Background: an optimization exercise with open tools, aiming at small area. Do not read the settings as production practice. At most, simulation tests tie the RTL to the original design; equivalence was not proved. For runs 3 to 5, only the layout was checked, not whether the RTL still works. No driver is modelled on the clock port, so clocking that relies on it looks cheaper here than on a real chip. Power figures rest on the tool's default switching activity, not on a simulated workload.

File: design.v
`timescale 1ns / 1ps
module clk_gen(
    input clk, rst,
    input [16:0] baud,
    output tx_tick, rx_tick
);
reg [13:0] tx_count;
reg [9:0] rx_count;
reg tx_ph, rx_ph;
wire c4800 = (baud == 17'd4800);
wire c14400 = (baud == 17'd14400);
wire c19200 = (baud == 17'd19200);
wire c38400 = (baud == 17'd38400);
wire c57600 = (baud == 17'd57600);
wire c115200 = (baud == 17'd115200);
wire c128000 = (baud == 17'd128000);
wire c9600 = ~(c4800 | c14400 | c19200 | c38400 | c57600 | c115200 | c128000);
wire tx_wrap = (c4800 & tx_count[6] & tx_count[7] & tx_count[11] & tx_count[13]) |
    (c9600 & tx_count[3] & tx_count[5] & tx_count[6] & tx_count[10] & tx_count[12]) |
    (c14400 & tx_count[5] & tx_count[7] & tx_count[8] & tx_count[10] & tx_count[11]) |
    (c19200 & tx_count[2] & tx_count[3] & tx_count[4] & tx_count[5] & tx_count[9] & tx_count[11]) |
    (c38400 & tx_count[1] & tx_count[2] & tx_count[5] & tx_count[8] & tx_count[10]) |
    (c57600 & tx_count[2] & tx_count[4] & tx_count[5] & tx_count[6] & tx_count[8] & tx_count[9]) |
    (c115200 & tx_count[1] & tx_count[6] & tx_count[7] & tx_count[8]) |
    (c128000 & tx_count[3] & tx_count[4] & tx_count[7] & tx_count[8]);
wire rx_wrap = (c4800 & rx_count[1] & rx_count[3] & rx_count[4] & rx_count[7] & rx_count[9]) |
    (c9600 & rx_count[0] & rx_count[2] & rx_count[4] & rx_count[6] & rx_count[8]) |
    (c14400 & rx_count[3] & rx_count[5] & rx_count[6] & rx_count[7]) |
    (c19200 & rx_count[1] & rx_count[4] & rx_count[5] & rx_count[7]) |
    (c38400 & rx_count[5] & rx_count[6]) |
    (c57600 & rx_count[0] & rx_count[2] & rx_count[6]) |
    (c115200 & rx_count[1] & rx_count[3] & rx_count[5]) |
    (c128000 & rx_count[3] & rx_count[5]);
reg [14:0] tx_c;
reg [10:0] rx_c;
integer i;
always @(*) begin
    tx_c[0] = 1'b1;
    for (i = 0; i < 14; i = i + 1) tx_c[i+1] = tx_c[i] & tx_count[i];
    rx_c[0] = 1'b1;
    for (i = 0; i < 10; i = i + 1) rx_c[i+1] = rx_c[i] & rx_count[i];
end
wire [13:0] tx_inc = tx_count ^ tx_c[13:0];
wire [9:0] rx_inc = rx_count ^ rx_c[9:0];
always @(posedge clk) begin
    if (rst || tx_wrap) tx_count <= 14'd15;
    else                tx_count <= tx_inc;
    if (rst)            tx_ph <= 0;
    else if (tx_wrap)   tx_ph <= ~tx_ph;
end
always @(posedge clk) begin
    if (rst || rx_wrap) rx_count <= 10'd16;
    else                rx_count <= rx_inc;
    if (rst)            rx_ph <= 0;
    else if (rx_wrap)   rx_ph <= ~rx_ph;
end
assign tx_tick = tx_wrap && !tx_ph;
assign rx_tick = rx_wrap && !rx_ph;
endmodule
`timescale 1ns / 1ps
module uart_tx(
    input clk, tx_tick, tx_start,
    input rst,
    input [7:0] tx_data,
    input [3:0] length,
    input parity_type, parity_en,
    input stop2,
    output tx, tx_done
);
localparam [3:0] IDLE = 4'd0, START = 4'd1, PAR = 4'd2, STOP1 = 4'd3,
                 STOP2 = 4'd4, DONE = 4'd5;
reg [3:0] pos;
reg [7:0] tx_reg;
wire [2:0] last = {1'b1, length[3] | (length[1] & length[0]), ~length[0]};
wire is_data = pos[3];
wire is_last = is_data && pos[2:0] == last;
wire par = ^(tx_data[4:0]) ^ (tx_data[5] & (length[3] | length[1]))
         ^ (tx_data[6] & (length[3] | (length[1] & length[0])))
         ^ (tx_data[7] & length[3]) ^ ~parity_type;
always @(posedge clk) begin
    if (pos == START) tx_reg <= tx_data;
    else if (is_last) tx_reg[0] <= par;
end
always @(posedge clk) begin
    if (rst)
        pos <= IDLE;
    else if (tx_tick) begin
        if (is_data)
            pos <= is_last ? (parity_en ? PAR : STOP1) : pos + 1'b1;
        else case (pos)
            IDLE:    pos <= tx_start ? START : IDLE;
            START:   pos <= 4'd8;
            PAR:     pos <= STOP1;
            STOP1:   pos <= stop2 ? STOP2 : DONE;
            STOP2:   pos <= DONE;
            default: pos <= IDLE;
        endcase
    end
end
assign tx = is_data ? tx_reg[pos[2:0]] :
            (pos == START) ? 1'b0 :
            (pos == PAR) ? tx_reg[0] : 1'b1;
assign tx_done = (pos == DONE);
endmodule
`timescale 1ns / 1ps
module uart_rx(
    input clk, rx_tick, rx_start,
    input rst, rx,
    input [3:0] length,
    input parity_type, parity_en,
    input stop2,
    output reg [7:0] rx_out,
    output rx_done,
    output reg rx_error
);
localparam [3:0] IDLE = 4'd0, START = 4'd1, PAR = 4'd2, STOP1 = 4'd3,
                 STOP2 = 4'd4, DONE = 4'd5;
reg [3:0] pos;
reg [3:0] count;
reg [7:0] datard;
reg par;
wire is_data = pos[3];
wire c7  = (count == 4'd7);
wire c15 = (count == 4'd15);
wire [3:0] first = {2'b10, length[1] ^ length[0], length[0]};   
always @(posedge clk) begin
    if (rx_tick) begin
        count <= (pos == IDLE) ? 4'd0 : count + 1'b1;
        if (pos == IDLE) par <= ~parity_type;
        else if (is_data && c7) par <= par ^ rx;
        if (is_data && c7)
            datard <= {rx & length[3],
                       (length[1] & length[0]) ? rx : datard[7],
                       (length[1] & ~length[0]) ? rx : datard[6],
                       (~length[1] & length[0]) ? rx : datard[5],
                       datard[4:1]};
    end
end
always @(posedge clk) begin
    if (rst) begin
        pos      <= IDLE;
        rx_out   <= 8'd0;
        rx_error <= 1'b0;
    end
    else if (rx_tick) begin
        if (is_data) begin
            if (c15) begin
                if (pos == 4'd15) begin
                    rx_out <= datard;
                    pos <= parity_en ? PAR : STOP1;
                end
                else
                    pos <= pos + 1'b1;
            end
        end
        else case (pos)
            IDLE: if (rx_start && !rx) begin
                pos <= START;
                rx_error <= 1'b0;
            end
            START: begin
                if (c7 && rx) pos <= IDLE;
                else if (c15) pos <= first;
            end
            PAR: begin
                if (c7 && (rx ^ par)) rx_error <= 1'b1;
                if (c15) pos <= STOP1;
            end
            STOP1: begin
                if (c7 && !rx) rx_error <= 1'b1;
                if (c15) pos <= stop2 ? STOP2 : DONE;
            end
            STOP2: begin
                if (c7 && !rx) rx_error <= 1'b1;
                if (c15) pos <= DONE;
            end
            default: pos <= IDLE;
        endcase
    end
end
assign rx_done = (pos == DONE);
endmodule
`timescale 1ns / 1ps
module uart_top (
    input clk, rst,
    input tx_start, rx_start,
    input [7:0] tx_data,
    input [16:0] baud,
    input [3:0] length,
    input parity_type, parity_en,
    input stop2,
    output tx_done,rx_done, tx_err, rx_err,
    output [7:0] rx_out
 );
wire tx_tick, rx_tick;
wire tx_rx;
clk_gen clk_dut (clk, rst, baud, tx_tick, rx_tick);
uart_tx tx_dut  (clk, tx_tick, tx_start, rst, tx_data, length, parity_type, parity_en, stop2, tx_rx, tx_done);
uart_rx rx_dut  (clk, rx_tick, rx_start, rst, tx_rx, length, parity_type, parity_en, stop2, rx_out, rx_done, rx_err);
assign tx_err = 1'b0;
endmodule
File: flow/run.sh
#!/bin/bash
# Standard layout (standard synthesis unchanged), with three changes:
#  - every input and output port still gets its own buffer, but a buf_1
#    instead of the flow's default port buffer cell;
#  - clock tree built from clkbuf_4 cells, without dummy loads;
#  - power recovery (downsizing of gates with slack) after global routing.
# The make output goes to standard_flow.log; ORFS keeps each step's log
# under orfs/logs.
set -euo pipefail
export BUFFER_PORTS_ARGS="-buffer_cell sky130_fd_sc_hd__buf_1"
export CTS_ARGS="-sink_clustering_enable -repair_clock_nets -buf_list sky130_fd_sc_hd__clkbuf_4 -sink_clustering_size 32 -sink_clustering_max_diameter 300 -dont_use_dummy_load"
export RECOVER_POWER=100
bash standard.sh > standard_flow.log 2>&1
File: standard.sh
#!/bin/bash
# synth_recipe.tcl (not shown) runs the flow's synth.tcl, then flattens the netlist and writes it again
# the make line also repeats each setting of config.mk as NAME=value (left out here)
make -C /OpenROAD-flow-scripts/flow DESIGN_CONFIG=/design/flow/config.mk WORK_HOME=/design/flow/orfs CLKGATE_MAP_FILE= SYNTH_SCRIPT=/design/flow/synth_recipe.tcl "${@:-finish}"
File: config.mk
export PLATFORM = sky130hd
export DESIGN_NAME = uart_top
export DESIGN_NICKNAME = uart_top
export VERILOG_FILES = /design/flow/design.v
export SDC_FILE = /design/flow/constraint.sdc
export NUM_CORES = 4
export LEC_CHECK = 0
export CAP_MARGIN = 20
export CORE_MARGIN = 2
export CORE_UTILIZATION = 40
export PLACE_DENSITY = 0.6
export SLEW_MARGIN = 20
File: constraint.sdc
create_clock -name core_clock -period 10.0 [get_ports {clk}]
set_input_delay 2.0000 -clock core_clock [delete_from_list [all_inputs] [get_ports {clk}]]
set_output_delay 2.0000 -clock core_clock [all_outputs]
set_load 0.01 [all_outputs]
==> reports/results.tsv, run 1 <==
metric	value	unit
DIE AREA	9710	µm²
Sw Pwr	0.104	mW
Port Buf Inserts	45	
Area contributors post-synth	dfxtp_1 (24%), edfxtp_1 (18%), ha_1 (11%)	
Crit Path Class	input pin to register	
Simple-Gate Fraction of Synth Area	0.243	
sequential fraction of the synthesis area	0.417	
Seq pwr share	0.639	
TritonCTS Sinks	64	
initial antenna violation count	0	
pwr dens	112	nW/µm²
placed cell areas	3850	µm²
#FFs+latches synth	64	
initial core utilization	0.412	
H-tree lvl count	3	
TritonCTS Buffers	9	
Post-Synthesis Cell Area	3570	µm²
Syn Area/Cell	9.90	µm²
most common cell in the synthesized netlist	dfxtp_1	
WL final	7150	µm
synthesized instance count	361	
list of most frequent post-synthesis cells	dfxtp_1 (43), nor2_1 (33), ha_1 (32)	
Via Count	2778	
Worst Path Required	10.01	ns
Post-CTS Setup Bufs	0	
clk buf depth	2	
share of layout cells above drive strength 1	0.0590	
fin crit share	0.468	
Least-Margin Pin Slew	1.20	ns
unrepaired setup endpoints after global routing	no	
Fill cells	879	
CP max-delay cell	nor4b_1	
Antenna Nets Post-Route	0	
Top reg by flops	clk_dut.tx_count	
global route overflow	0	
Synth Net Count	429	
Slew Limit Headroom	0.191	
Die Y	98.5	µm
area leader, netlist	dfxtp_1	
ys async rst share	0	
# Max-Cap Violations	0	
status	finished clean	
ANT cells	0	
Synth cell types	63	
final instance area	3890	µm²
P&R area growth vs syn	8.72	%
minimum clock period	4.68	ns
crit-path max FO	8	
total track usage	0.153	
num rows	34	
max FFs per register	14	
Setup violations, final	0	
via/cell ratio	5.39	
Fmax	0.214	GHz
Clock transition at path regs	0.11	ns
Cell Int Power	0.331	mW
core box area	8680	µm²
CTS Hold Buffers Added	0	
Worst Skew	0.0417	ns
Clock power frac	0.282	
Comb power frac	0.079	
Initial DRT Pass Iterations	4	
DRC	0	
vias in the first global route	2706	
final number of hold-violating endpoints	0	
setup TNS	0	ns
biggest registers after layout	clk_dut.tx_count (14), clk_dut.rx_count (10)	
Avg WL per Cell	13.9	µm
Synth top area share	0.241	
Peak supply drop	51.0	µV
CP Cell Sequence	buf_1 > nor4b_1 > nand3_1 > nor3_1 > a2111oi_0 > o21ai_0 > nand2b_4 > nor2_1	
Synth Area in Adders	0.112	
CP max stage delay	0.74	ns
Yosys Warn Count	3	
type of origin of the critical path	input pin	
clk root buf	clkbuf_4	
Leakage	1.51	nW
WP data arrival	4.68	ns
Critical Path End Type	register	
largest family of logic cells by synthesized area	simple AND/OR/NAND/NOR gates	
first-pass GRT wire length	12200	µm
switch share	0.240	
num ports	48	
Final Max Slew Viols	0	
DRT iter0 DRCs	104	
worst min path class	register to register	
Post-synth EDFFs	21	
Final #Nets	477	
pin count of the biggest net entering global routing	32	
complex-gate fraction of the synthesized area	0.0973	
CTS tree	done	
clock latency on the worst-skew pair	0.41	ns
main flop type after synthesis	dfxtp_1	
DPL Wire Length	5400	µm
xor/xnor share of the synthesized area	0.0417	
mux share of post-synthesis cell area	0.0648	
Die Width	98.5	µm
Final Wtd Congestion	0.821	
number of gates resized after CTS	0	
through the flow:
stage / utilization / total power [mW] / instances / hold slack [ns] / setup WS, ns
2_1_floorplan: - / 0.304 / 361 / 0.362 / 5.79
3_3_place_gp: 0.443 / 0.317 / 506 / 0.378 / 5.27
3_5_place_dp: 0.443 / 0.319 / 506 / 0.374 / 5.16
4_1_cts: 0.451 / 0.442 / 515 / 0.402 / 5.59
5_1_grt: 0.448 / 0.456 / 515 / 0.408 / 5.00
6_report: 0.448 / 0.435 / 515 / 0.400 / 5.32
cell families after synthesis:
group / count (synthesis)
xor+xnor: 17
compound gates: 54
mux: 20
flops: 64
other cells: 1
buf+inv: 21
simple gates: 152
fa+ha+maj: 32
cells in the final DEF (no fill, tap or decap), drive strengths merged, types with 2 or more instances in the layout:
master and instances:
xor2 6, nor2 34, a31oi 2, nand4 6, ha 32, or3 7
or4b 4, nor4b 4, a2111oi 2, mux2 5, nor3b 2, nand2 20
o22ai 3, a2bb2oi 2, edfxtp 21, nand2b 9, inv 12, dfxtp 43
nor2b 2, buf 46, nor3 12, nand3 12, and3 4, xnor2 11
o21ai 15, nor4 6, clkbuf 9, a21oi 17, and2 20, a211oi 4
or2 2, mux2i 13, mux4 2
worst max-delay path: cells and delay by family:
| kind | cells | cell delay [ns] |
|---|---|---|
| AOI/OAI and AO/OA | 2 | 0.55 |
| buffers and inverters | 1 | 0.12 |
| and+or+nand+nor | 5 | 2.01 |
path summary, 6_finish.rpt:
check,slack (ns),endpoint,depth (start not counted),from
min reg2reg,0.40,clk_dut.tx_count[0],1,clk_dut.tx_count[0]
max reg2reg,6.95,clk_dut.tx_count[13],14,clk_dut.tx_count[0]
max,5.32,rx_dut.datard[7],8,baud[10]
min,0.40,clk_dut.tx_count[0],1,clk_dut.tx_count[0]
per-layer routing:
metal,wire length [µm],part of all wire,vias to the layer above,global-route usage
li1,-,-,1407,-
met1,3370,0.47,1288,0.199
met2,3360,0.47,69,0.248
met3,292,0.041,14,0.0305
met4,130,0.018,0,0.0717
met5,0,0,-,0
power groups by stage:
| stage | registers [mW] | logic [mW] | clock network [mW] |
|---|---|---|---|
| floorplan | 0.282 | 0.0221 | 0 |
| global placement | 0.284 | 0.0335 | 0 |
| detailed placement | 0.284 | 0.0350 | 0 |
| CTS | 0.278 | 0.0355 | 0.128 |
| global route | 0.279 | 0.0403 | 0.137 |
| finish | 0.278 | 0.0343 | 0.123 |
final cells by class:
| type | count | area [µm²] | share of cell area |
|---|---|---|---|
| multi-input cells | 276 | 1970 | 0.507 |
| inverters | 12 | 45.0 | 0.0116 |
| well taps | 108 | 135 | 0.0348 |
| repair buffers | 46 | 176 | 0.0454 |
| flip-flops and latches | 64 | 1490 | 0.384 |
| clock buffers | 9 | 67.6 | 0.0174 |
==> run 2: changes to the inputs <==
==> flow/run.sh (replaced) <==
#!/bin/bash
# Standard layout (standard synthesis unchanged), with these changes:
#  - every input and output port still gets its own buffer, but a buf_1
#    instead of the flow's default port buffer cell;
#  - clock tree built from clkbuf_4 cells, without dummy loads; leaf
#    buffers with many flip-flops are upsized (flow/post_cts.tcl);
#  - power recovery (downsizing of gates with slack) after global routing
#    (RECOVER_POWER), followed by a repair_design pass for any slew or
#    capacitance violation it leaves (flow/post_grt.tcl).
# The make output goes to standard_flow.log; ORFS keeps each step's log
# under orfs/logs.
set -euo pipefail
HERE=$(pwd)
export BUFFER_PORTS_ARGS="-buffer_cell sky130_fd_sc_hd__buf_1"
export CTS_ARGS="-sink_clustering_enable -repair_clock_nets -buf_list sky130_fd_sc_hd__clkbuf_4 -sink_clustering_size 32 -sink_clustering_max_diameter 300 -dont_use_dummy_load"
export POST_CTS_TCL=$HERE/flow/post_cts.tcl
export RECOVER_POWER=100
export POST_GLOBAL_ROUTE_TCL=$HERE/flow/post_grt.tcl
bash standard.sh > standard_flow.log 2>&1
==> flow/post_cts.tcl (new file) <==
set block [ord::get_db_block]
set big [[ord::get_db] findMaster sky130_fd_sc_hd__clkbuf_8]
foreach inst [$block getInsts] {
  if {[[$inst getMaster] getName] ne "sky130_fd_sc_hd__clkbuf_4"} { continue }
  set out [[$inst findITerm X] getNet]
  if {$out eq "NULL" || [$out getSigType] ne "CLOCK"} { continue }
  set n [llength [$out getITerms]]
  if {$n > 10} {
    puts "post_cts: [$inst getName] drives [expr {$n - 1}] pins, upsized to clkbuf_8"
    $inst swapMaster $big
  }
}
detailed_placement
==> flow/post_grt.tcl (new file) <==
# Global route's power recovery (RECOVER_POWER) runs after its repair_design;
# repair any slew or capacitance violation it left, then legalize and
# update the routing of the changed nets.
global_route -start_incremental
estimate_parasitics -global_routing
repair_design -verbose
detailed_placement
global_route -end_incremental
estimate_parasitics -global_routing
report_check_types -max_slew -max_capacitance -violators
==> reports/results.tsv, run 2 <==
metric	value	unit
status	finished clean	
Synth cell types	63	
Leakage	1.51	nW
Top reg by flops	clk_dut.tx_count	
Synth Area in Adders	0.112	
Post-synth EDFFs	21	
via/cell ratio	5.38	
DRT iter0 DRCs	108	
initial antenna violation count	0	
main flop type after synthesis	dfxtp_1	
P&R area growth vs syn	9.07	%
worst min path class	register to register	
Area contributors post-synth	dfxtp_1 (24%), edfxtp_1 (18%), ha_1 (11%)	
Die Width	98.5	µm
commonest non-fill, non-tap cell in the layout	buf_1	
num ports	48	
final number of hold-violating endpoints	0	
Via Count	2771	
type of origin of the critical path	input pin	
final instance area	3900	µm²
Initial DRT Pass Iterations	4	
crit-path max FO	8	
fin cells	515	
clock latency on the worst-skew pair	0.40	ns
minimum clock period	4.68	ns
CP max-delay cell	nor4b_1	
Syn Area/Cell	9.90	µm²
Setup violations, final	0	
Critical Path End Type	register	
CTS tree	done	
pin count of the biggest net entering global routing	32	
mux share of post-synthesis cell area	0.0648	
R2R Path End	clk_dut.tx_count[13]	
r2r setup slk	6.96	ns
global route overflow	0	
initial core utilization	0.412	
WP data arrival	4.70	ns
# Max-Cap Violations	0	
area leader, netlist	dfxtp_1	
DPL Wire Length	5400	µm
placed insts	506	
TritonCTS Sinks	64	
num rows	34	
xor/xnor share of the synthesized area	0.0417	
Clock transition at path regs	0.07	ns
biggest registers after layout	clk_dut.tx_count (14), clk_dut.rx_count (10)	
share of layout cells above drive strength 1	0.0590	
Setup crit end	rx_dut.datard[7]	
sequential fraction of the synthesis area	0.417	
Antenna Nets Post-Route	0	
Peak supply drop	51.0	µV
Synth top area share	0.241	
Simple-Gate Fraction of Synth Area	0.243	
fin crit share	0.468	
Least-Margin Pin Slew	1.21	ns
FF-to-FF Start	clk_dut.tx_count[1]	
pwr dens	114	nW/µm²
most common cell in the synthesized netlist	dfxtp_1	
Fmax	0.214	GHz
first-pass GRT wire length	12200	µm
ANT cells	0	
placed cell areas	3850	µm²
launch point of the worst path	baud[10]	
Final Wtd Congestion	0.821	
Slew Limit Headroom	0.185	
Synth Net Count	429	
synthesized instance count	361	
complex-gate fraction of the synthesized area	0.0973	
DRC	0	
#FFs+latches synth	64	
Crit Path Class	input pin to register	
Worst Skew	0.0280	ns
vias in the first global route	2694	
WL final	7130	µm
Yosys Warn Count	3	
DIE AREA	9710	µm²
Worst Path Required	10.02	ns
CP Cell Sequence	buf_1 > nor4b_1 > nand3_1 > nor3_1 > a2111oi_0 > o21ai_0 > nand2b_4 > nor2_1	
CP max stage delay	0.75	ns
worst r2r path cells	14	
Final #Nets	477	
core box area	8680	µm²
largest family of logic cells by synthesized area	simple AND/OR/NAND/NOR gates	
ys async rst share	0	
setup TNS	0	ns
Post-Synthesis Cell Area	3570	µm²
Port Buf Inserts	45	
total track usage	0.154	
Avg WL per Cell	13.8	µm
Die Y	98.5	µm
Final Max Slew Viols	0	
max FFs per register	14	
most frequent cells in the layout	buf_1 (45), dfxtp_1 (43), nor2_1 (34)	
list of most frequent post-synthesis cells	dfxtp_1 (43), nor2_1 (33), ha_1 (32)	
-- run 2: cell count changes in the layout (fill, tap and decap cells not counted) --
cell	delta
clkbuf_4	-2
clkbuf_8	+2
-- run 2: kinds of logic (layout without fill, tap and decap cells) --
| kind of cell | Yosys count | after routing |
|---|---|---|
| muxes | 20 | 20 |
| buffers and inverters | 21 | 67 |
| xor gates and xnor gates | 17 | 17 |
| AOI/OAI and AO/OA | 54 | 54 |
| and+or+nand+nor | 152 | 152 |
| DFF | 64 | 64 |
| other | 1 | 1 |
| adders and majority gates | 32 | 32 |
-- run 2: worst min-delay path by stage --
| stage | start | end | slack [ns] | depth (start not counted) |
|---|---|---|---|---|
| final | clk_dut.tx_count[0] | clk_dut.tx_count[0] | 0.39 | 1 |
| after detailed placement | clk_dut.tx_count[0] | clk_dut.tx_count[0] | 0.37 | 1 |
| after global placement | clk_dut.tx_count[0] | clk_dut.tx_count[0] | 0.38 | 1 |
| after floorplan | clk_dut.tx_count[0] | clk_dut.tx_count[0] | 0.36 | 1 |
-- run 2: power breakdown --
part	switching [mW]	internal [mW]
registers	0.00490	0.273
logic	0.0182	0.0161
clock network	0.0826	0.0503
-- run 2: area by class of cell --
type                       instances  area (µm²)
fill                             876        4780
multi-input combinational        276        1970
sequential                        64        1490
timing repair buffer              46         176
tap                              108         135
clock buffer                       9        80.1
inverter                          12        45.0
-- run 2: critical path, delay by kind of cell --
kind	cells	cell delay (ns)
AND/OR/NAND/NOR	5	2.02
buffers and inverters	1	0.12
AO/OA/AOI/OAI	2	0.55
-- run 2: per-stage QoR --
stage | util | worst slack (ns) | hold slack [ns] | power (mW)
floorplan | - | 5.79 | 0.362 | 0.304
global placement | 0.443 | 5.27 | 0.378 | 0.317
detailed placement | 0.443 | 5.16 | 0.374 | 0.319
finish | 0.449 | 5.32 | 0.392 | 0.445
-- run 2: per-layer routing --
metal / global-route usage / wire, µm / vias to the layer above
met5: 0 / 0 / -
met2: 0.246 / 3370 / 68
met1: 0.201 / 3330 / 1285
met4: 0.0717 / 130 / 0
li1: - / - / 1404
met3: 0.0305 / 302 / 14
==> run 3: changes to the inputs <==
--- a/design.v
+++ b/design.v
@@ -16,12 +16,12 @@
 wire c128000 = (baud == 17'd128000);
 wire c9600 = ~(c4800 | c14400 | c19200 | c38400 | c57600 | c115200 | c128000);
-wire tx_wrap = (c4800 & tx_count[6] & tx_count[7] & tx_count[11] & tx_count[13]) |
-    (c9600 & tx_count[3] & tx_count[5] & tx_count[6] & tx_count[10] & tx_count[12]) |
-    (c14400 & tx_count[5] & tx_count[7] & tx_count[8] & tx_count[10] & tx_count[11]) |
-    (c19200 & tx_count[2] & tx_count[3] & tx_count[4] & tx_count[5] & tx_count[9] & tx_count[11]) |
-    (c38400 & tx_count[1] & tx_count[2] & tx_count[5] & tx_count[8] & tx_count[10]) |
-    (c57600 & tx_count[2] & tx_count[4] & tx_count[5] & tx_count[6] & tx_count[8] & tx_count[9]) |
-    (c115200 & tx_count[1] & tx_count[6] & tx_count[7] & tx_count[8]) |
-    (c128000 & tx_count[3] & tx_count[4] & tx_count[7] & tx_count[8]);
+wire tx_wrap = (c4800 & tx_count[3] & tx_count[5] & tx_count[7] & tx_count[8] & tx_count[9] & tx_count[11] & tx_count[13]) |
+    (c9600 & tx_count[4] & tx_count[6] & tx_count[8] & tx_count[9] & tx_count[10] & tx_count[12]) |
+    (c14400 & tx_count[3] & tx_count[7] & tx_count[12]) |
+    (c19200 & tx_count[2] & tx_count[5] & tx_count[8] & tx_count[10] & tx_count[11]) |
+    (c38400 & tx_count[1] & tx_count[2] & tx_count[3] & tx_count[11]) |
+    (c57600 & tx_count[2] & tx_count[3] & tx_count[4] & tx_count[6] & tx_count[9] & tx_count[10]) |
+    (c115200 & tx_count[1] & tx_count[3] & tx_count[5] & tx_count[7] & tx_count[10]) |
+    (c128000 & tx_count[7] & tx_count[10]);
 wire rx_wrap = (c4800 & rx_count[1] & rx_count[3] & rx_count[4] & rx_count[7] & rx_count[9]) |
     (c9600 & rx_count[0] & rx_count[2] & rx_count[4] & rx_count[6] & rx_count[8]) |
@@ -44,5 +44,5 @@
 wire [9:0] rx_inc = rx_count ^ rx_c[9:0];
 always @(posedge clk) begin
-    if (rst || tx_wrap) tx_count <= 14'd15;
+    if (rst || tx_wrap) tx_count <= 14'd759;
     else                tx_count <= tx_inc;
     if (rst)            tx_ph <= 0;
@@ -68,6 +68,6 @@
     output tx, tx_done
 );
-localparam [3:0] IDLE = 4'd0, START = 4'd1, PAR = 4'd2, STOP1 = 4'd3,
-                 STOP2 = 4'd4, DONE = 4'd5;
+localparam [3:0] PAR = 4'd0, START = 4'd1, STOP1 = 4'd2, STOP2 = 4'd3,
+                 DONE = 4'd4, IDLE = 4'd6;
 reg [3:0] pos;
 reg [7:0] tx_reg;
@@ -98,7 +98,5 @@
     end
 end
-assign tx = is_data ? tx_reg[pos[2:0]] :
-            (pos == START) ? 1'b0 :
-            (pos == PAR) ? tx_reg[0] : 1'b1;
+assign tx = (is_data || pos == PAR) ? tx_reg[pos[2:0]] : (pos != START);
 assign tx_done = (pos == DONE);
 endmodule
==> reports/results.tsv, run 3 <==
metric	value	unit
num rows	34	
Final Wtd Congestion	0.865	
list of most frequent post-synthesis cells	dfxtp_1 (43), nor2_1 (34), ha_1 (32)	
share of layout cells above drive strength 1	0.0512	
WP data arrival	4.81	ns
total track usage	0.162	
met2 wire length	3540	µm
post-route setup slack	5.45	ns
type of origin of the critical path	input pin	
initial core utilization	0.410	
Via Count	2898	
synthesized instance count	364	
Synth cell types	57	
final core utilization	0.450	
area leader, netlist	dfxtp_1	
most frequent cells in the layout	buf_1 (44), dfxtp_1 (43), nor2_1 (34)	
Crit Path Class	input pin to register	
Die Width	98.1	µm
Slew Limit Headroom	0.248	
minimum clock period	4.55	ns
main flop type after synthesis	dfxtp_1	
Setup violations, final	0	
WL met1	3490	µm
Area contributors post-synth	dfxtp_1 (24%), edfxtp_1 (18%), ha_1 (11%)	
Avg WL per Cell	14.5	µm
fin crit share	0.455	
Top reg by flops	clk_dut.tx_count	
placed insts	509	
Worst Skew	0.0393	ns
Synth top area share	0.243	
sequential fraction of the synthesis area	0.421	
core box area	8640	µm²
WL met3	390	µm
Yosys Warn Count	3	
TritonCTS Sinks	64	
max FFs per register	14	
DRC	0	
Peak supply drop	63.6	µV
DRT iter0 DRCs	166	
Fmax	0.220	GHz
via/cell ratio	5.59	
first-pass GRT wire length	12600	µm
Post-Synthesis Cell Area	3540	µm²
P&R area growth vs syn	9.71	%
vias in the first global route	2728	
#FFs+latches synth	64	
Worst Path Required	10.26	ns
Final #Nets	480	
Clock transition at path regs	0.11	ns
pre-CTS WS	5.10	ns
crit-path max FO	8	
pin count of the biggest net entering global routing	32	
Syn Area/Cell	9.73	µm²
clock latency on the worst-skew pair	0.40	ns
Post-synth EDFFs	21	
Least-Margin Pin Slew	1.13	ns
# Max-Cap Violations	0	
ANT cells	0	
pwr dens	114	nW/µm²
Die Y	98.1	µm
DIE AREA	9630	µm²
Leakage	1.48	nW
commonest non-fill, non-tap cell in the layout	buf_1	
final number of hold-violating endpoints	0	
num ports	48	
worst min path class	register to register	
fin cells	518	
DPL Wire Length	5640	µm
most common cell in the synthesized netlist	dfxtp_1	
highest metal used	met4	
Port Buf Inserts	45	
global route overflow	0	
ys async rst share	0	
Final Max Slew Viols	0	
Initial DRT Pass Iterations	5	
status	finished clean	
Critical Path End Type	register	
WL final	7500	µm
setup TNS	0	ns
initial antenna violation count	0	
Antenna Nets Post-Route	0	
biggest registers after layout	clk_dut.tx_count (14), clk_dut.rx_count (10)	
Synth Net Count	432	
total power draw	0.443	mW
CTS tree	done	
## run 3: cell count changes after synthesis, sizes merged, moves of 3 or more
cell and delta:
o211ai +3, nand2 +3, nand3 -3, a211oi +4, nor3 -3, nand2b -7
and2 -3, o22ai -3, inv +6, or3 +3, or4b -4, and3 +4
mux2i -4, a311oi +3
## run 3: path summary, 6_finish.rpt
check,slack [ns],cells after the start,end,start
setup / recovery,5.45,7,rx_dut.rx_out[2],baud[5]
hold reg to reg,0.40,1,clk_dut.tx_count[0],clk_dut.tx_count[0]
setup reg to reg,6.99,14,clk_dut.tx_count[13],clk_dut.tx_count[0]
hold / removal,0.40,1,clk_dut.tx_count[0],clk_dut.tx_count[0]
## run 3: final cells by class
class	count	area [µm²]
inverters	18	67.6
multi-input cells	273	1940
well taps	108	135
flip-flops and latches	64	1490
fillers	858	4750
clock buffers	9	73.8
repair buffers	46	176
## run 3: per-stage QoR
stage	hold WS, ns	area (µm²)
floorplan	0.362	3540
global placement	0.374	3820
detailed placement	0.375	3820
finish	0.398	3890
## run 3: worst max-delay path: stages
cell and delay [ns]:
buf_1 0.08, or4_1 0.57, nor4b_1 0.62, a221oi_1 0.26, a21oi_1 0.94, mux2i_1 0.28
nor2_1 0.05
## run 3: where the power goes
group | leakage [nW] | switching, mW | internal (mW)
registers | 0.548 | 0.00598 | 0.274
logic | 0.884 | 0.0207 | 0.0188
clock network | 0.0440 | 0.0771 | 0.0459
total | 1.48 | 0.104 | 0.339
## run 3: metal layers
layer | track usage | vias up
met2 | 0.259 | 72
met1 | 0.216 | 1384
met4 | 0.0374 | 0
li1 | - | 1436
met5 | 0 | -
met3 | 0.0480 | 6
## run 3: logic make-up (layout without fill, tap and decap cells)
kind of cell,Yosys count,after routing,synth area share
flip-flops,64,64,0.421
multiplexers,14,14,0.0477
XOR/XNOR,15,15,0.0371
adder cells (fa/ha/maj),32,32,0.113
AO/OA/AOI/OAI,65,65,0.124
buffers and inverters,27,73,0.0297
AND/OR/NAND/NOR,146,146,0.227
other,1,1,0.00106
==> run 4: changes to the inputs <==
--- a/design.v
+++ b/design.v
@@ -15,21 +15,20 @@
 wire c115200 = (baud == 17'd115200);
 wire c128000 = (baud == 17'd128000);
-wire c9600 = ~(c4800 | c14400 | c19200 | c38400 | c57600 | c115200 | c128000);
-wire tx_wrap = (c4800 & tx_count[3] & tx_count[5] & tx_count[7] & tx_count[8] & tx_count[9] & tx_count[11] & tx_count[13]) |
-    (c9600 & tx_count[4] & tx_count[6] & tx_count[8] & tx_count[9] & tx_count[10] & tx_count[12]) |
-    (c14400 & tx_count[3] & tx_count[7] & tx_count[12]) |
-    (c19200 & tx_count[2] & tx_count[5] & tx_count[8] & tx_count[10] & tx_count[11]) |
-    (c38400 & tx_count[1] & tx_count[2] & tx_count[3] & tx_count[11]) |
-    (c57600 & tx_count[2] & tx_count[3] & tx_count[4] & tx_count[6] & tx_count[9] & tx_count[10]) |
-    (c115200 & tx_count[1] & tx_count[3] & tx_count[5] & tx_count[7] & tx_count[10]) |
-    (c128000 & tx_count[7] & tx_count[10]);
-wire rx_wrap = (c4800 & rx_count[1] & rx_count[3] & rx_count[4] & rx_count[7] & rx_count[9]) |
-    (c9600 & rx_count[0] & rx_count[2] & rx_count[4] & rx_count[6] & rx_count[8]) |
-    (c14400 & rx_count[3] & rx_count[5] & rx_count[6] & rx_count[7]) |
-    (c19200 & rx_count[1] & rx_count[4] & rx_count[5] & rx_count[7]) |
-    (c38400 & rx_count[5] & rx_count[6]) |
-    (c57600 & rx_count[0] & rx_count[2] & rx_count[6]) |
-    (c115200 & rx_count[1] & rx_count[3] & rx_count[5]) |
-    (c128000 & rx_count[3] & rx_count[5]);
+wire tx_wrap = (1'b1 & tx_count[5] & tx_count[6] & tx_count[7] & tx_count[11] & tx_count[13]) |
+    (~c4800 & tx_count[3] & tx_count[7] & tx_count[10] & tx_count[12]) |
+    (c14400 & tx_count[6] & tx_count[7] & tx_count[8] & tx_count[10] & tx_count[11]) |
+    (c19200 & tx_count[2] & tx_count[3] & tx_count[4] & tx_count[6] & tx_count[9] & tx_count[11]) |
+    (c38400 & tx_count[1] & tx_count[2] & tx_count[6] & tx_count[8] & tx_count[10]) |
+    (c57600 & tx_count[2] & tx_count[4] & tx_count[7] & tx_count[8] & tx_count[9]) |
+    (c115200 & tx_count[1] & tx_count[5] & tx_count[6] & tx_count[7] & tx_count[8]) |
+    (c128000 & tx_count[3] & tx_count[4] & tx_count[5] & tx_count[7] & tx_count[8]);
+wire rx_wrap = (1'b1 & rx_count[1] & rx_count[4] & rx_count[7] & rx_count[9]) |
+    (~c4800 & rx_count[0] & rx_count[2] & rx_count[3] & rx_count[6] & rx_count[8]) |
+    (c14400 & rx_count[5] & rx_count[6] & rx_count[7]) |
+    (c19200 & rx_count[1] & rx_count[3] & rx_count[5] & rx_count[7]) |
+    (c38400 & rx_count[3] & rx_count[4] & rx_count[6]) |
+    (c57600 & rx_count[0] & rx_count[2] & rx_count[3] & rx_count[4] & rx_count[5]) |
+    (c115200 & rx_count[1] & rx_count[5]) |
+    (c128000 & rx_count[5]);
 reg [14:0] tx_c;
 reg [10:0] rx_c;
@@ -44,5 +43,5 @@
 wire [9:0] rx_inc = rx_count ^ rx_c[9:0];
 always @(posedge clk) begin
-    if (rst || tx_wrap) tx_count <= 14'd759;
+    if (rst || tx_wrap) tx_count <= 14'd47;
     else                tx_count <= tx_inc;
     if (rst)            tx_ph <= 0;
@@ -50,5 +49,5 @@
 end
 always @(posedge clk) begin
-    if (rst || rx_wrap) rx_count <= 10'd16;
+    if (rst || rx_wrap) rx_count <= 10'd8;
     else                rx_count <= rx_inc;
     if (rst)            rx_ph <= 0;
@@ -68,6 +67,6 @@
     output tx, tx_done
 );
-localparam [3:0] PAR = 4'd0, START = 4'd1, STOP1 = 4'd2, STOP2 = 4'd3,
-                 DONE = 4'd4, IDLE = 4'd6;
+localparam [3:0] IDLE = 4'd0, START = 4'd1, PAR = 4'd2, STOP1 = 4'd3,
+                 STOP2 = 4'd4, DONE = 4'd5;
 reg [3:0] pos;
 reg [7:0] tx_reg;
@@ -98,5 +97,7 @@
     end
 end
-assign tx = (is_data || pos == PAR) ? tx_reg[pos[2:0]] : (pos != START);
+assign tx = is_data ? tx_reg[pos[2:0]] :
+            (pos == START) ? 1'b0 :
+            (pos == PAR) ? tx_reg[0] : 1'b1;
 assign tx_done = (pos == DONE);
 endmodule
==> reports/results.tsv, run 4 <==
metric	value	unit
core box area	8640	µm²
launch point of the worst path	baud[7]	
Clock transition at path regs	0.07	ns
ys async rst share	0	
clock latency on the worst-skew pair	0.41	ns
Antenna Nets Post-Route	0	
placed cell areas	3820	µm²
worst min path class	register to register	
DPL Wire Length	5440	µm
placed insts	501	
Top reg by flops	clk_dut.tx_count	
global route overflow	0	
first-pass GRT wire length	12300	µm
fin crit share	0.426	
main flop type after synthesis	dfxtp_1	
WP data arrival	4.55	ns
P&R area growth vs syn	9.68	%
synthesized instance count	356	
DIE AREA	9620	µm²
ANT cells	0	
final core utilization	0.450	
Worst Skew	0.0249	ns
status	finished clean	
Fmax	0.235	GHz
# Max-Cap Violations	0	
Crit Path Class	input pin to register	
DRT iter0 DRCs	165	
setup TNS	0	ns
vias in the first global route	2618	
sequential fraction of the synthesis area	0.421	
list of most frequent post-synthesis cells	dfxtp_1 (43), ha_1 (32), nor2_1 (30)	
CTS tree	done	
Final Wtd Congestion	0.850	
worst r2r path cells	14	
num rows	34	
minimum clock period	4.26	ns
biggest registers after layout	clk_dut.tx_count (14), clk_dut.rx_count (10)	
area leader, netlist	dfxtp_1	
hold path depth	1	
total track usage	0.158	
final number of hold-violating endpoints	0	
Synth cell types	61	
initial antenna violation count	0	
via/cell ratio	5.41	
Least-Margin Pin Slew	1.12	ns
Yosys Warn Count	3	
crit-path max FO	5	
TritonCTS Sinks	64	
Fin Hold WS	0.389	ns
Synth Net Count	424	
most common cell in the synthesized netlist	dfxtp_1	
Final Max Slew Viols	0	
Die Y	98.1	µm
share of layout cells above drive strength 1	0.0521	
Post-Synthesis Cell Area	3540	µm²
Worst Path Required	10.28	ns
Synth top area share	0.243	
pwr dens	116	nW/µm²
pin count of the biggest net entering global routing	25	
Die Width	98.1	µm
DRC	0	
final instance area	3880	µm²
max FFs per register	14	
Slew Limit Headroom	0.250	
Via Count	2763	
Worst Hold Launch	clk_dut.tx_count[0]	
Critical Path End Type	register	
Setup violations, final	0	
r2r setup slk	6.93	ns
Area contributors post-synth	dfxtp_1 (24%), edfxtp_1 (18%), ha_1 (11%)	
WL final	7150	µm
Post-synth EDFFs	21	
Leakage	1.46	nW
Peak supply drop	63.1	µV
most frequent cells in the layout	dfxtp_1 (43), buf_1 (43), ha_1 (32)	
#FFs+latches synth	64	
Initial DRT Pass Iterations	5	
Syn Area/Cell	9.95	µm²
Final #Nets	473	
fin cells	511	
FF-to-FF Start	clk_dut.tx_count[0]	
type of origin of the critical path	input pin	
Port Buf Inserts	45	
Avg WL per Cell	14.0	µm
num ports	48	
R2R Path End	clk_dut.tx_count[13]	
Setup crit end	rx_dut.rx_out[2]	
initial core utilization	0.410	
-- run 4: metal layers --
metal,up-vias,wire length [µm],global-route usage
met5,-,0,0
met4,0,64,0.0545
met3,9,416,0.0415
met2,74,3140,0.244
met1,1274,3530,0.214
li1,1406,-,-
-- run 4: how the worst min path moves through the flow --
stage | endpoint | slack [ns]
after global placement | clk_dut.tx_count[0] | 0.37
after floorplan | clk_dut.tx_count[0] | 0.36
after detailed placement | clk_dut.tx_count[0] | 0.38
final | clk_dut.tx_count[0] | 0.39
-- run 4: area by class of cell --
type	instances	area (µm²)
clock buffer	9	86.3
fill	833	4750
inverter	14	52.6
multi-input combinational	268	1930
sequential	64	1490
tap	108	135
timing repair buffer	48	185
-- run 4: where the power goes --
group	switching (mW)	internal [mW]
logic	0.0189	0.0169
clock network	0.0808	0.0543
registers	0.00570	0.273
total	0.105	0.345
-- run 4: per-stage QoR --
step                setup WS, ns  total power, mW
floorplan                   6.07            0.306
global placement            5.52            0.320
detailed placement          5.50            0.322
finish                      5.74            0.450
-- run 4: cell families after synthesis --
group / share of synthesized area
AO/OA/AOI/OAI: 0.127
XOR/XNOR: 0.0371
buffers and inverters: 0.0265
multiplexers: 0.0495
other: 0.00106
adder cells (fa/ha/maj): 0.113
AND/OR/NAND/NOR: 0.224
flip-flops: 0.421
-- run 4: worst max-delay path, cell delays in order --
cell and delay, ns:
buf_1 0.11, nor4_1 0.33, nand4b_1 0.26, a21oi_1 0.20
o31ai_1 0.17, a2111oi_2 0.88, clkbuf_2 0.32, mux2i_1 0.21
nor2_1 0.05
==> run 5: changes to the inputs <==
--- a/design.v
+++ b/design.v
@@ -67,6 +67,6 @@
     output tx, tx_done
 );
-localparam [3:0] IDLE = 4'd0, START = 4'd1, PAR = 4'd2, STOP1 = 4'd3,
-                 STOP2 = 4'd4, DONE = 4'd5;
+localparam [3:0] PAR = 4'd0, START = 4'd1, STOP1 = 4'd2, STOP2 = 4'd3,
+                 DONE = 4'd4, IDLE = 4'd6;
 reg [3:0] pos;
 reg [7:0] tx_reg;
@@ -97,7 +97,5 @@
     end
 end
-assign tx = is_data ? tx_reg[pos[2:0]] :
-            (pos == START) ? 1'b0 :
-            (pos == PAR) ? tx_reg[0] : 1'b1;
+assign tx = (is_data || pos == PAR) ? tx_reg[pos[2:0]] : (pos != START);
 assign tx_done = (pos == DONE);
 endmodule
@@ -118,5 +116,4 @@
 reg [3:0] count;
 reg [7:0] datard;
-reg par;
 wire is_data = pos[3];
 wire c7  = (count == 4'd7);
@@ -126,6 +123,4 @@
     if (rx_tick) begin
         count <= (pos == IDLE) ? 4'd0 : count + 1'b1;
-        if (pos == IDLE) par <= ~parity_type;
-        else if (is_data && c7) par <= par ^ rx;
         if (is_data && c7)
             datard <= {rx & length[3],
@@ -163,5 +158,5 @@
             end
             PAR: begin
-                if (c7 && (rx ^ par)) rx_error <= 1'b1;
+                if (c7 && (rx ^ ^rx_out ^ ~parity_type)) rx_error <= 1'b1;
                 if (c15) pos <= STOP1;
             end
==> reports/results.tsv, run 5 <==
metric	value	unit
status	finished clean	
fin crit share	0.496	
TritonCTS Sinks	63	
Synth cell types	54	
Yosys Warn Count	3	
Top reg by flops	clk_dut.tx_count	
Fmax	0.202	GHz
Final Wtd Congestion	0.908	
Die Y	98.5	µm
flip-flop and latch area	1460	µm²
fin cells	516	
placed insts	506	
DIE AREA	9690	µm²
Worst Skew	0.0254	ns
DRT iter0 DRCs	119	
multi-input combinational cell area	2000	µm²
global route overflow	0	
pre-CTS WS	4.60	ns
minimum clock period	4.96	ns
WL final	7100	µm
initial antenna violation count	0	
Final Max Slew Viols	0	
DPL Wire Length	5350	µm
synthesized instance count	361	
Antenna Nets Post-Route	0	
Clock transition at path regs	0.08	ns
pin count of the biggest net entering global routing	32	
vias in the first global route	2694	
clock latency on the worst-skew pair	0.39	ns
most common cell in the synthesized netlist	dfxtp_1	
num rows	34	
ys async rst share	0	
Synth Net Count	429	
pwr dens	111	nW/µm²
setup TNS	0	ns
Final #Nets	478	
area leader, netlist	dfxtp_1	
Peak supply drop	71.1	µV
Worst Path Required	10.05	ns
post-route setup slack	5.04	ns
via/cell ratio	5.40	
total track usage	0.150	
ANT cells	0	
Synth top area share	0.241	
Critical Path End Type	register	
Post-Synthesis Cell Area	3570	µm²
list of most frequent post-synthesis cells	dfxtp_1 (43), nor2_1 (40), ha_1 (32)	
num ports	48	
worst min path class	register to register	
Fin Hold WS	0.393	ns
Area contributors post-synth	dfxtp_1 (24%), edfxtp_1 (17%), ha_1 (11%)	
DRC	0	
Least-Margin Pin Slew	0.862	ns
most frequent cells in the layout	dfxtp_1 (43), buf_1 (43), nor2_1 (40)	
core box area	8680	µm²
Die Width	98.5	µm
Fill cells	874	
final core utilization	0.450	
#FFs+latches synth	63	
Slew Limit Headroom	0.425	
Setup violations, final	0	
share of layout cells above drive strength 1	0.0564	
Avg WL per Cell	13.8	µm
initial core utilization	0.411	
Leakage	1.44	nW
sequential fraction of the synthesis area	0.410	
Syn Area/Cell	9.88	µm²
first-pass GRT wire length	12000	µm
type of origin of the critical path	input pin	
Via Count	2787	
# Max-Cap Violations	0	
Crit Path Class	input pin to register	
CTS tree	done	
P&R area growth vs syn	9.40	%
Port Buf Inserts	45	
Post-synth EDFFs	20	
main flop type after synthesis	dfxtp_1	
biggest registers after layout	clk_dut.tx_count (14), clk_dut.rx_count (10)	
crit-path max FO	10	
final number of hold-violating endpoints	0	
WP data arrival	5.01	ns
Initial DRT Pass Iterations	4	
max FFs per register	14	
## run 5: changes by cell type after synthesis, sizes merged, moves of 4 or more
cell   previous run  this run
nor2             30        40
o21ai            15         6
xnor2             9        15
a21oi            12        16
or3               1         5
## run 5: path summary, 6_finish.rpt
path	startpoint	end	slack, ns	cells past startpoint
hold reg to reg	clk_dut.tx_count[0]	clk_dut.tx_count[0]	0.39	1
setup reg to reg	clk_dut.rx_count[7]	rx_dut.datard[5]	6.96	6
setup / recovery	baud[16]	rx_dut.datard[5]	5.04	7
hold / removal	clk_dut.tx_count[0]	clk_dut.tx_count[0]	0.39	1
## run 5: final cells by class
cell class                      instances  area share
Clock buffer                            9      0.0189
Inverter                               14      0.0135
Multi-Input combinational cell        275       0.512
Sequential cell                        63       0.374
Tap cell                              108      0.0346
Timing Repair Buffer                   47      0.0471
## run 5: per-layer routing
layer  vias to the layer above  global-route usage  wire, µm
met5                         -                   0         0
met4                         0              0.0558        88
met3                         8              0.0270       335
met2                        75               0.257      3410
met1                      1300               0.188      3270
li1                       1404                   -         -
## run 5: worst max-delay path, cell delays in order
cell,delay (ns)
clkbuf_1,0.14
or4b_1,0.57
or4b_4,0.55
o32ai_2,0.24
o21ai_0,0.23
a21oi_1,0.77
and3_1,0.50
## run 5: logic make-up (layout without fill, tap and decap cells)
logic type | count (synthesis) | count (layout) | synth area share
mux | 20 | 20 | 0.0680
compound gates | 50 | 50 | 0.100
other cells | 1 | 1 | 0.00105
simple gates | 149 | 149 | 0.223
fa+ha+maj | 32 | 32 | 0.112
flops | 63 | 63 | 0.410
xor+xnor | 23 | 23 | 0.0603
buf+inv | 23 | 70 | 0.0252
## run 5: power breakdown
group	switching, mW	leakage (nW)	internal, mW
logic	0.0205	0.882	0.0176
clock network	0.0767	0.0440	0.0460
registers	0.00528	0.513	0.269
## run 5: per-stage QoR
stage | instance area [µm²] | power (mW)
3_3_place_gp | 3840 | 0.318
3_5_place_dp | 3840 | 0.319
2_1_floorplan | 3570 | 0.303
6_report | 3900 | 0.435
==> run 6: changes to the inputs <==
--- a/design.v
+++ b/design.v
@@ -15,20 +15,20 @@
 wire c115200 = (baud == 17'd115200);
 wire c128000 = (baud == 17'd128000);
-wire tx_wrap = (1'b1 & tx_count[5] & tx_count[6] & tx_count[7] & tx_count[11] & tx_count[13]) |
-    (~c4800 & tx_count[3] & tx_count[7] & tx_count[10] & tx_count[12]) |
-    (c14400 & tx_count[6] & tx_count[7] & tx_count[8] & tx_count[10] & tx_count[11]) |
-    (c19200 & tx_count[2] & tx_count[3] & tx_count[4] & tx_count[6] & tx_count[9] & tx_count[11]) |
-    (c38400 & tx_count[1] & tx_count[2] & tx_count[6] & tx_count[8] & tx_count[10]) |
-    (c57600 & tx_count[2] & tx_count[4] & tx_count[7] & tx_count[8] & tx_count[9]) |
-    (c115200 & tx_count[1] & tx_count[5] & tx_count[6] & tx_count[7] & tx_count[8]) |
-    (c128000 & tx_count[3] & tx_count[4] & tx_count[5] & tx_count[7] & tx_count[8]);
-wire rx_wrap = (1'b1 & rx_count[1] & rx_count[4] & rx_count[7] & rx_count[9]) |
-    (~c4800 & rx_count[0] & rx_count[2] & rx_count[3] & rx_count[6] & rx_count[8]) |
-    (c14400 & rx_count[5] & rx_count[6] & rx_count[7]) |
-    (c19200 & rx_count[1] & rx_count[3] & rx_count[5] & rx_count[7]) |
-    (c38400 & rx_count[3] & rx_count[4] & rx_count[6]) |
-    (c57600 & rx_count[0] & rx_count[2] & rx_count[3] & rx_count[4] & rx_count[5]) |
-    (c115200 & rx_count[1] & rx_count[5]) |
-    (c128000 & rx_count[5]);
+wire tx_wrap = (1'b1 & tx_count[3] & tx_count[5] & tx_count[6] & tx_count[8] & tx_count[11] & tx_count[13]) |
+    (~c4800 & tx_count[4] & tx_count[8] & tx_count[10] & tx_count[12]) |
+    (c14400 & tx_count[3] & tx_count[6] & tx_count[9] & tx_count[10] & tx_count[11]) |
+    (c19200 & tx_count[2] & tx_count[5] & tx_count[6] & tx_count[7] & tx_count[9] & tx_count[11]) |
+    (c38400 & tx_count[1] & tx_count[2] & tx_count[3] & tx_count[6] & tx_count[7] & tx_count[8] & tx_count[10]) |
+    (c57600 & tx_count[2] & tx_count[3] & tx_count[4] & tx_count[10]) |
+    (c115200 & tx_count[1] & tx_count[3] & tx_count[5] & tx_count[6] & tx_count[9]) |
+    (c128000 & tx_count[6] & tx_count[9]);
+wire rx_wrap = (1'b1 & rx_count[1] & rx_count[3] & rx_count[7] & rx_count[9]) |
+    (~c4800 & rx_count[0] & rx_count[2] & rx_count[6] & rx_count[8]) |
+    (c14400 & rx_count[3] & rx_count[4] & rx_count[6] & rx_count[7]) |
+    (c19200 & rx_count[1] & rx_count[5] & rx_count[7]) |
+    (c38400 & rx_count[4] & rx_count[6]) |
+    (c57600 & rx_count[0] & rx_count[2] & rx_count[4] & rx_count[5]) |
+    (c115200 & rx_count[1] & rx_count[3] & rx_count[4]) |
+    (c128000 & rx_count[3] & rx_count[4]);
 reg [14:0] tx_c;
 reg [10:0] rx_c;
@@ -43,5 +43,5 @@
 wire [9:0] rx_inc = rx_count ^ rx_c[9:0];
 always @(posedge clk) begin
-    if (rst || tx_wrap) tx_count <= 14'd47;
+    if (rst || tx_wrap) tx_count <= 14'd183;
     else                tx_count <= tx_inc;
     if (rst)            tx_ph <= 0;
@@ -49,5 +49,5 @@
 end
 always @(posedge clk) begin
-    if (rst || rx_wrap) rx_count <= 10'd8;
+    if (rst || rx_wrap) rx_count <= 10'd0;
     else                rx_count <= rx_inc;
     if (rst)            rx_ph <= 0;
--- a/config.mk
+++ b/config.mk
@@ -8,5 +8,5 @@
 export CAP_MARGIN = 20
 export CORE_MARGIN = 2
-export CORE_UTILIZATION = 40
-export PLACE_DENSITY = 0.6
+export CORE_UTILIZATION = 60
+export PLACE_DENSITY = 0.75
 export SLEW_MARGIN = 20
==> reports/results.tsv, run 6 <==
metric	value	unit
CP max-delay cell	a21oi_1	
Crit Path Class	input pin to register	
Least-Margin Pin Slew	0.974	ns
Worst Path Required	10.05	ns
Yosys Warn Count	3	
DRT iter0 DRCs	108	
CP Cell Sequence	buf_1 > nor4b_1 > nand4_1 > o31ai_1 > nor2_1 > a21oi_1 > and3_1	
# Max-Cap Violations	0	
Seq pwr share	0.630	
Clock power frac	0.283	
Clock transition at path regs	0.08	ns
placed cell areas	3790	µm²
Leakage	1.52	nW
pwr dens	113	nW/µm²
Top reg by flops	clk_dut.tx_count	
ys async rst share	0	
hold path depth	1	
Port Buf Inserts	45	
core box area	5820	µm²
main flop type after synthesis	dfxtp_1	
crit-path max FO	11	
max FFs per register	14	
P&R area growth vs syn	7.38	%
Initial DRT Pass Iterations	4	
Post-synth EDFFs	20	
Worst Skew	0.0235	ns
WL final	7050	µm
pin count of the biggest net entering global routing	28	
sequential fraction of the synthesis area	0.411	
share of layout cells above drive strength 1	0.0476	
WP data arrival	4.56	ns
final instance area	3820	µm²
worst min path class	register to register	
final number of hold-violating endpoints	0	
Synth top area share	0.242	
Setup violations, final	0	
Post-Synthesis Cell Area	3560	µm²
type of origin of the critical path	input pin	
Die Y	81.0	µm
most common cell in the synthesized netlist	dfxtp_1	
#FFs+latches synth	63	
status	finished clean	
setup TNS	0	ns
synthesized instance count	353	
Antenna Nets Post-Route	0	
area leader, netlist	dfxtp_1	
num rows	28	
first-pass GRT wire length	11700	µm
num ports	48	
FF-to-FF Start	tx_dut.pos[1]	
r2r setup slk	6.56	ns
worst r2r path cells	10	
Synth Net Count	421	
Comb power frac	0.087	
biggest registers after layout	clk_dut.tx_count (14), clk_dut.rx_count (10)	
minimum clock period	4.52	ns
DPL Wire Length	5350	µm
Synth cell types	54	
Die Width	81.0	µm
Critical Path End Type	register	
initial antenna violation count	0	
R2R Path End	rx_dut.pos[2]	
TritonCTS Sinks	63	
vias in the first global route	2640	
Cell Int Power	0.332	mW
switch share	0.234	
Fmax	0.221	GHz
CP max stage delay	0.73	ns
DRC	0	
Via Count	2768	
Sw Pwr	0.101	mW
CTS tree	done	
list of most frequent post-synthesis cells	dfxtp_1 (43), nor2_1 (34), ha_1 (32)	
ANT cells	0	
global route overflow	0	
Setup crit end	rx_dut.datard[3]	
Fill cells	527	
Peak supply drop	70.2	µV
DIE AREA	6560	µm²
Slew Limit Headroom	0.347	
Syn Area/Cell	10.1	µm²
Final #Nets	469	
via/cell ratio	5.84	
most frequent cells in the layout	dfxtp_1 (43), buf_1 (43), nor2_1 (34)	
Area contributors post-synth	dfxtp_1 (24%), edfxtp_1 (17%), ha_1 (11%)	
critical path depth	7	
Buf+Inv Stages, Crit Path	1	
Final Wtd Congestion	0.822	
total track usage	0.232	
clock latency on the worst-skew pair	0.39	ns
launch point of the worst path	baud[9]	
Final Max Slew Viols	0	
fin crit share	0.452	
initial core utilization	0.612	
Avg WL per Cell	14.9	µm
delay-heaviest family, CP	simple AND/OR/NAND/NOR gates	
run 6: cell types whose count changed in the layout (fill, tap and decap cells not counted), moves of 3 or more:
cell | before | now
a31oi_1 | 5 | 2
mux2i_1 | 13 | 16
nand2_1 | 25 | 17
nand2b_1 | 4 | 9
nor2_1 | 40 | 34
or3_1 | 5 | 1
run 6: final cells by class:
type | count | area [µm²] | area share
multi-input cells | 266 | 1960 | 0.512
flip-flops and latches | 63 | 1460 | 0.382
repair buffers | 48 | 188 | 0.0491
well taps | 75 | 93.8 | 0.0246
clock buffers | 9 | 73.8 | 0.0193
inverters | 13 | 48.8 | 0.0128
run 6: kinds of logic after synthesis:
kind of cell / share of synthesized area
compound gates: 0.0928
xor+xnor: 0.0605
fa+ha+maj: 0.113
buf+inv: 0.0271
flops: 0.411
mux: 0.0703
other cells: 0.00105
simple gates: 0.225
run 6: per-layer routing:
| layer | global-route usage | wire [µm] | vias to the layer above |
|---|---|---|---|
| li1 | - | - | 1374 |
| met1 | 0.281 | 3130 | 1303 |
| met2 | 0.400 | 3460 | 76 |
| met3 | 0.0411 | 294 | 15 |
| met4 | 0.107 | 160 | 0 |
| met5 | 0 | 0 | - |
run 6: stage by stage:
stage               setup slack [ns]  utilization  hold slack, ns  power [mW]  std cells
global placement                5.31        0.651           0.371       0.316        464
detailed placement              5.27        0.651           0.377       0.318        464
floorplan                       5.94            -           0.362       0.303        353
finish                          5.48        0.657           0.394       0.433        474
run 6: power by group through the flow:
| stage | combinational [mW] | clock (mW) | sequential (mW) |
|---|---|---|---|
| finish | 0.0375 | 0.123 | 0.273 |
| global placement | 0.0369 | 0 | 0.279 |
| detailed placement | 0.0386 | 0 | 0.279 |
| floorplan | 0.0251 | 0 | 0.277 |
run 6: worst min-delay path by stage:
stage | slack, ns | endpoint | startpoint
global placement | 0.37 | clk_dut.tx_count[0] | clk_dut.tx_count[0]
detailed placement | 0.38 | clk_dut.tx_count[0] | clk_dut.tx_count[0]
finish | 0.39 | clk_dut.tx_count[0] | clk_dut.tx_count[0]
floorplan | 0.36 | clk_dut.tx_count[0] | clk_dut.tx_count[0]
==> run 7: changes to the inputs <==
--- a/config.mk
+++ b/config.mk
@@ -8,5 +8,5 @@
 export CAP_MARGIN = 20
 export CORE_MARGIN = 2
-export CORE_UTILIZATION = 60
-export PLACE_DENSITY = 0.75
+export CORE_UTILIZATION = 25
+export PLACE_DENSITY = 0.45
 export SLEW_MARGIN = 20
==> reports/results.tsv, run 7 <==
metric	value	unit
Synth Net Count	421	
main flop type after synthesis	dfxtp_1	
core box area	13900	µm²
Critical Path End Type	register	
Synth cell types	54	
WP data arrival	4.40	ns
CP Cell Sequence	buf_1 > nor4b_4 > nand4_1 > o31ai_1 > nor2_1 > a21oi_1 > and3_1	
Least-Margin Pin Slew	0.939	ns
Fill cells	1503	
CP max-delay cell	a21oi_1	
Clock transition at path regs	0.08	ns
global route overflow	0	
Leakage	1.53	nW
CP max stage delay	0.75	ns
Setup violations, final	0	
max FFs per register	14	
type of origin of the critical path	input pin	
via/cell ratio	4.70	
Yosys Warn Count	3	
total power draw	0.439	mW
Fmax	0.230	GHz
delay-heaviest family, CP	simple AND/OR/NAND/NOR gates	
share of layout cells above drive strength 1	0.0526	
minimum clock period	4.36	ns
Initial DRT Pass Iterations	4	
synthesized instance count	353	
Crit Path Class	input pin to register	
Final Max Slew Viols	0	
Post-synth EDFFs	20	
Die Width	123	µm
TritonCTS Sinks	63	
placed insts	569	
list of most frequent post-synthesis cells	dfxtp_1 (43), nor2_1 (34), ha_1 (32)	
area leader, netlist	dfxtp_1	
# Max-Cap Violations	0	
Via Count	2723	
final number of hold-violating endpoints	0	
ys async rst share	0	
sequential fraction of the synthesis area	0.411	
total track usage	0.106	
DRT iter0 DRCs	128	
multi-input combinational cell area	1980	µm²
DIE AREA	15200	µm²
ANT cells	0	
Avg WL per Cell	13.2	µm
Worst Path Required	10.05	ns
#FFs+latches synth	63	
Final #Nets	469	
placed cell areas	3920	µm²
final instance area	3970	µm²
worst min path class	register to register	
initial antenna violation count	0	
initial core utilization	0.256	
num ports	48	
first-pass GRT wire length	12800	µm
CTS tree	done	
most frequent cells in the layout	dfxtp_1 (43), buf_1 (43), nor2_1 (34)	
Port Buf Inserts	45	
final core utilization	0.286	
most common cell in the synthesized netlist	dfxtp_1	
biggest registers after layout	clk_dut.tx_count (14), clk_dut.rx_count (10)	
WL final	7620	µm
pwr dens	111	nW/µm²
Buf+Inv Stages, Crit Path	1	
num rows	43	
Syn Area/Cell	10.1	µm²
vias in the first global route	2667	
Final Wtd Congestion	0.796	
P&R area growth vs syn	11.6	%
crit-path max FO	11	
status	finished clean	
setup TNS	0	ns
Area contributors post-synth	dfxtp_1 (24%), edfxtp_1 (17%), ha_1 (11%)	
DPL Wire Length	5760	µm
fin crit share	0.436	
Worst Skew	0.0359	ns
pin count of the biggest net entering global routing	28	
flip-flop and latch area	1460	µm²
Peak supply drop	49.2	µV
Post-Synthesis Cell Area	3560	µm²
clock latency on the worst-skew pair	0.39	ns
Top reg by flops	clk_dut.tx_count	
Die Y	123	µm
Slew Limit Headroom	0.370	
fin cells	579	
Synth top area share	0.242	
DRC	0	
Antenna Nets Post-Route	0	
## run 7: worst paths after layout
kind | from | endpoint | slack [ns] | depth (start not counted)
setup / recovery | baud[10] | rx_dut.datard[2] | 5.64 | 7
hold / removal | clk_dut.tx_count[0] | clk_dut.tx_count[0] | 0.39 | 1
setup reg to reg | tx_dut.pos[1] | rx_dut.pos[2] | 6.62 | 10
hold reg to reg | clk_dut.tx_count[0] | clk_dut.tx_count[0] | 0.39 | 1
## run 7: through the flow
stage | worst slack (ns) | hold WS, ns
after global placement | 5.23 | 0.371
after floorplan | 5.94 | 0.362
final | 5.64 | 0.389
after detailed placement | 5.20 | 0.374
## run 7: cell type report
cell class	count	area share
multi-input cells	266	0.498
clock buffers	9	0.0186
well taps	180	0.0567
flip-flops and latches	63	0.368
inverters	13	0.0123
repair buffers	48	0.0466
## run 7: report_power, final
group          switching [mW]  internal (mW)  total [mW]  leakage (nW)
combinational          0.0204         0.0183      0.0386         0.955
clock                  0.0811         0.0461       0.127        0.0440
sequential            0.00471          0.268       0.273         0.529
## run 7: cells by family after synthesis
kind of cell | Yosys count | synth area share
mux | 22 | 0.0703
xor+xnor | 23 | 0.0605
other cells | 1 | 0.00105
simple gates | 142 | 0.225
flops | 63 | 0.411
fa+ha+maj | 32 | 0.113
compound gates | 46 | 0.0928
buf+inv | 24 | 0.0271
## run 7: layer usage
layer	routed length, µm	track usage	vias to the layer above
met5	0	0	-
met4	76	0.0263	0
met3	458	0.0351	8
met2	3380	0.166	58
met1	3700	0.142	1285
li1	-	-	1372
==> run 8: changes to the inputs <==
--- a/config.mk
+++ b/config.mk
@@ -8,5 +8,5 @@
 export CAP_MARGIN = 20
 export CORE_MARGIN = 2
-export CORE_UTILIZATION = 25
-export PLACE_DENSITY = 0.45
+export CORE_UTILIZATION = 40
+export PLACE_DENSITY = 0.6
 export SLEW_MARGIN = 20
==> reports/results.tsv, run 8 <==
metric	value	unit
R2R Path End	clk_dut.tx_count[13]	
Peak supply drop	74.0	µV
pwr dens	111	nW/µm²
status	finished clean	
Final #Nets	469	
list of most frequent post-synthesis cells	dfxtp_1 (43), nor2_1 (34), ha_1 (32)	
Initial DRT Pass Iterations	4	
ANT cells	0	
most frequent cells in the layout	dfxtp_1 (43), buf_1 (43), nor2_1 (34)	
type of origin of the critical path	input pin	
Top reg by flops	clk_dut.tx_count	
Via Count	2667	
launch point of the worst path	baud[9]	
first-pass GRT wire length	12100	µm
Fmax	0.214	GHz
global route overflow	0	
num ports	48	
Synth Net Count	421	
share of layout cells above drive strength 1	0.0526	
Sw Pwr	0.101	mW
Worst Path Required	10.05	ns
ys async rst share	0	
via/cell ratio	5.26	
total power draw	0.429	mW
met1 Use GR	0.200	
crit-path max FO	11	
worst r2r path cells	14	
Post-synth EDFFs	20	
final instance area	3860	µm²
num rows	34	
WL final	7070	µm
Cell Int Power	0.328	mW
Seq pwr share	0.637	
Yosys Warn Count	3	
met2 usage	0.246	
M3 GR Usage	0.0308	
sequential fraction of the synthesis area	0.411	
Final Wtd Congestion	0.822	
Area contributors post-synth	dfxtp_1 (24%), edfxtp_1 (17%), ha_1 (11%)	
final number of hold-violating endpoints	0	
Synth cell types	54	
Setup crit end	rx_dut.datard[4]	
Die Width	98.3	µm
vias in the first global route	2586	
Clock power frac	0.277	
multi-input combinational cell area	1960	µm²
Worst Skew	0.0156	ns
initial core utilization	0.410	
synthesized instance count	353	
main flop type after synthesis	dfxtp_1	
r2r setup slk	7.02	ns
Crit Path Class	input pin to register	
Syn Area/Cell	10.1	µm²
DPL Wire Length	5300	µm
Synth top area share	0.242	
DRT iter0 DRCs	117	
DIE AREA	9670	µm²
Avg WL per Cell	14.0	µm
# Max-Cap Violations	0	
TritonCTS Sinks	63	
fin crit share	0.466	
initial antenna violation count	0	
DRC	0	
Comb power frac	0.086	
biggest registers after layout	clk_dut.tx_count (14), clk_dut.rx_count (10)	
minimum clock period	4.66	ns
busiest grt layer	met2	
CTS tree	done	
Leakage	1.52	nW
flip-flop and latch area	1460	µm²
Final Max Slew Viols	0	
total track usage	0.152	
Fill cells	889	
switch share	0.236	
core box area	8680	µm²
max FFs per register	14	
Clock transition at path regs	0.08	ns
Setup violations, final	0	
Slew Limit Headroom	0.364	
Critical Path End Type	register	
worst min path class	register to register	
Post-Synthesis Cell Area	3560	µm²
Fin Hold WS	0.398	ns
Port Buf Inserts	45	
area leader, netlist	dfxtp_1	
setup TNS	0	ns
most common cell in the synthesized netlist	dfxtp_1	
FF-to-FF Start	clk_dut.tx_count[1]	
Least-Margin Pin Slew	0.954	ns
#FFs+latches synth	63	
placed cell areas	3830	µm²
WP data arrival	4.71	ns
clock latency on the worst-skew pair	0.39	ns
pin count of the biggest net entering global routing	28	
P&R area growth vs syn	8.51	%
Antenna Nets Post-Route	0	
Die Y	98.3	µm
-- run 8: cell counts after synthesis --
No cell type changed its count.
-- run 8: area by class of cell --
type / instances / area share
multi-input cells: 266 / 0.508
flip-flops and latches: 63 / 0.378
repair buffers: 48 / 0.0486
inverters: 13 / 0.0126
well taps: 108 / 0.0350
clock buffers: 9 / 0.0175
-- run 8: cell families after synthesis --
logic type	after synthesis	synth area share
and+or+nand+nor	142	0.225
DFF	63	0.411
AOI/OAI and AO/OA	46	0.0928
adders and majority gates	32	0.113
buffers and inverters	24	0.0271
xor gates and xnor gates	23	0.0605
muxes	22	0.0703
other	1	0.00105
-- run 8: power groups by stage --
stage          clock (mW)  sequential, mW  combinational, mW
3_3_place_gp            0           0.279             0.0376
2_1_floorplan           0           0.277             0.0251
6_report            0.119           0.273             0.0370
3_5_place_dp            0           0.279             0.0385
-- run 8: layer usage --
layer	vias to the layer above	part of all wire
met5	-	0
li1	1372	-
met1	1225	0.48
met4	0	0.0085
met3	6	0.048
met2	64	0.47
-- run 8: worst min-delay path by stage --
stage                         from                  end  slack [ns]  cells after the start
3_3_place_gp   clk_dut.tx_count[0]  clk_dut.tx_count[0]        0.37                      1
3_5_place_dp   clk_dut.tx_count[0]  clk_dut.tx_count[0]        0.38                      1
6_report       clk_dut.tx_count[0]  clk_dut.tx_count[0]        0.40                      1
2_1_floorplan  clk_dut.tx_count[0]  clk_dut.tx_count[0]        0.36                      1
-- run 8: metrics by stage --
step	worst slack, ns	cells	utilization
after floorplan	5.94	353	-
after detailed placement	5.20	497	0.441
final	5.34	507	0.445
after global placement	5.29	497	0.441
-- run 8: critical path: stages --
cell and delay, ns:
buf_1 0.19, nor4b_1 0.56, nand4_1 0.24, o31ai_1 0.29, nor2_1 0.14, a21oi_1 0.78, and3_1 0.52

Setup slack of run 8, layout unchanged: 5.336 ns with ideal ports, 5.343 ns with driving cells assumed (clock clkbuf_16, inputs buf_2), 4.932 ns with port delays also shifted by the 0.411 ns mid clock arrival.
